What follows belongs to an exercise in optimizing a design on an open flow for small area, a short achievable clock period and few clock cycles per item; a production flow would make more cautious choices.
In this exercise RTL edits were held to simulation tests only and were not proved equivalent to the original.

// exponential
module exponential(input clk, rst, start, input [15:0] x,
                   output done, output [1:0] intpart, output [15:0] fracpart);
Size: ~1200 cells after synthesis, roughly 67 flip-flops, about 0.010 mm^2 of cells after synthesis.
==> flow/config.mk <==
export PLATFORM = sky130hd
export DESIGN_NAME = exponential
export DESIGN_NICKNAME = exponential
export VERILOG_FILES = /design/flow/design.v
export SDC_FILE = /design/flow/constraint.sdc
export NUM_CORES = 4
export LEC_CHECK = 0
export CAP_MARGIN = 5
export CORE_MARGIN = 2
export CORE_UTILIZATION = 60
export SETUP_SLACK_MARGIN = 3.2
export SLEW_MARGIN = 5
==> flow/constraint.sdc <==
create_clock -name core_clock -period 9.0 [get_ports {clk}]
set_input_delay 1.8000 -clock core_clock [delete_from_list [all_inputs] [get_ports {clk}]]
set_output_delay 1.8000 -clock core_clock [all_outputs]
set_load 0.01 [all_outputs]
run.sh (not shown) runs the stock make flow with config.mk's settings and CLKGATE_MAP_FILE= SYNTH_SCRIPT=/design/flow/synth_recipe.tcl, a recipe that flattens the netlist after the stock synthesis.
The starting point went through all stages and came out clean.
Testbench counts at the start, summed over its fixed seeds: cycles 72,000, items 8,000.
Next try:
- CAP_MARGIN: 5 -> 20
- CORE_UTILIZATION: 60 -> 50
- SLEW_MARGIN: 5 -> 20
Result: The changed run produced a clean layout. Wire length is higher by 2.7%. Final cell count is higher by 3.1%. First-iteration DRC count is lower by 9.5%. Via count is lower by 1.0%. Synthesized cell count does not change. Die area is higher by 19%. Non-clock buffer count is lower by 7.
Next try:
- CORE_UTILIZATION: 50 -> 60
- SETUP_SLACK_MARGIN: 3.2 -> 3.45
After rerunning: Cell area came out higher by a few percent. Cell count decreases slightly. Global-route usage rises by 5.2 points. Non-clock buffer count grows by 35. Via count went up by a few percent. Fmax went up by a few percent. Worst setup slack is better by 0.20 ns. Synthesized cell count does not change. Hold slack loses 0.010 ns.

exponential again, from the RTL that the note above started with.
Settings: LEC_CHECK=0, ABC_AREA=1, CAP_MARGIN=20, CORE_MARGIN=2, CORE_UTILIZATION=40, SETUP_SLACK_MARGIN=3, SLEW_MARGIN=20; clock period 9.0 ns.
Testbench counts at the start, summed over its fixed seeds: cycles 72,000, items 8,000.
==> next run, changes <==
Settings changed: ABC_AREA 1 to default, ABC_CLOCK_PERIOD_IN_PS from default to 4000.
Result: The changed run ran to the end with no violations. Utilization rises by 0.31 points. Critical path depth came out lower by 2. Worst hold slack loses 42 ps. Die area fell by 8.6%. Design area went down by 8.5%. Setup slack is worse by 150 ps. Wire length came out lower by 21%.
==> next run, changes <==
Settings changed: ABC_CLOCK_PERIOD_IN_PS 4000 to default, CAP_MARGIN 20 to 10, CORE_UTILIZATION 40 to 55, SETUP_SLACK_MARGIN 3 to 3.2, SLEW_MARGIN 20 to 10.
The changed run finished with timing, DRC and antenna clean.
Non-clock buffer count went down by 2.
Synthesized cell count is unchanged.
Design area went down by 0.92%.

exponential again, from the RTL that the note above started with.
==> flow/config.mk <==
export PLATFORM = sky130hd
export DESIGN_NAME = exponential
export DESIGN_NICKNAME = exponential
export VERILOG_FILES = /design/flow/design.v
export SDC_FILE = /design/flow/constraint.sdc
export NUM_CORES = 4
export LEC_CHECK = 0
export CAP_MARGIN = 20
export CORE_MARGIN = 2
export CORE_UTILIZATION = 75
export SETUP_SLACK_MARGIN = 3.4
export SLEW_MARGIN = 20
==> flow/constraint.sdc <==
create_clock -name core_clock -period 9.0 [get_ports {clk}]
set_input_delay 1.8000 -clock core_clock [delete_from_list [all_inputs] [get_ports {clk}]]
set_output_delay 1.8000 -clock core_clock [all_outputs]
set_load 0.01 [all_outputs]
The baseline produced a clean layout.
Testbench counts at the start, summed over its fixed seeds: cycles 72,000, items 8,000.
Next try:
CORE_UTILIZATION = 60   (was 75)
SETUP_SLACK_MARGIN = 2.8   (was 3.4)
Via count shrinks by about 7.5%.
Cell area shrinks by about 3.6%.
Cell count grows by 1.4%.
Wire length shrinks by 3.6%.
Next try:
CAP_MARGIN = 10   (was 20)
CORE_UTILIZATION = 65   (was 60)
SETUP_SLACK_MARGIN = 3.3   (was 2.8)
SLEW_MARGIN = 10   (was 20)
What happened: Global-route usage grows by 2.0 points; design area rose by about 1.6%; non-clock buffer count rises by 11.
Next try:
CAP_MARGIN = 20   (was 10)
CORE_UTILIZATION = 40   (was 65)
SETUP_SLACK_MARGIN = 3   (was 3.3)
SLEW_MARGIN = 20   (was 10)
=> Utilization drops by 28 points; sequential share of layout area drops by 0.58 points; final area hardly moves; wire length went up by 5.2%.
Next try:
SETUP_SLACK_MARGIN = 3.6   (was 3)
Die area stays the same.
Global-route usage stays flat.
Cell area rose by 10%.
Maximum frequency rose by 8.7%.
Utilization rose by 4.5 points.
Cell count rose by 4.2%.
Synthesized cell count is unchanged.
Next try:
CORE_UTILIZATION = 60   (was 40)
SETUP_SLACK_MARGIN = 3.2   (was 3.6)
Result: The new run went through all stages and came out clean. Setup slack loses 0.29 ns. Sequential share of layout area rises by 1.3 points. Synthesized cell count is unchanged. Count of clock-buffer cells in the layout rises by 1. Non-clock buffer count falls by 57. Utilization rises by 18 points. Final area falls by roughly a tenth. Flip-flop and latch count does not change. Via count falls by a few percent.

-- afterwards: timing with drivers on the ports --
No port has a modelled driver above. Below, the same layouts with a new extraction and two added sets of constraints.
Step 1: set_driving_cell puts a clkbuf_16 on clk and a buf_2 on each other input, an assumption about the parent block.
Step 2, shift: input delay + t, output delay - t, t = (earliest + latest rising clock arrival at the registers) / 2. This alone moves slack from input paths to output paths.
Three values: ideal ports, drivers, drivers and shift; two values: the first two.
run	t, ns	setup WS [ns]	latest minus earliest clock arrival (ns)
the first run of note 1	0.381	3.446 / 3.446 / 3.446	0.012 / 0.012
the second run of note 1	0.380	3.371 / 3.371 / 3.371	0.013 / 0.012
the third run of note 1	0.387	3.574 / 3.574 / 3.574	0.015 / 0.016
the first run of note 2	0.398	3.426 / 3.426 / 3.426	0.015 / 0.015
the second run of note 2	0.387	3.275 / 3.275 / 3.275	0.008 / 0.009
the third run of note 2	0.379	3.435 / 3.435 / 3.435	0.013 / 0.013
the first run of note 3	0.379	3.514 / 3.473 / 3.574	0.007 / 0.008
the second run of note 3	0.381	3.162 / 3.162 / 3.162	0.011 / 0.010
the third run of note 3	0.373	3.480 / 3.480 / 3.480	0.012 / 0.013
the fourth run of note 3	0.387	3.275 / 3.275 / 3.275	0.008 / 0.009
the fifth run of note 3	0.393	3.732 / 3.732 / 3.732	0.008 / 0.008
the sixth run of note 3	0.381	3.446 / 3.446 / 3.446	0.012 / 0.012
After both steps every run listed still meets setup and hold.
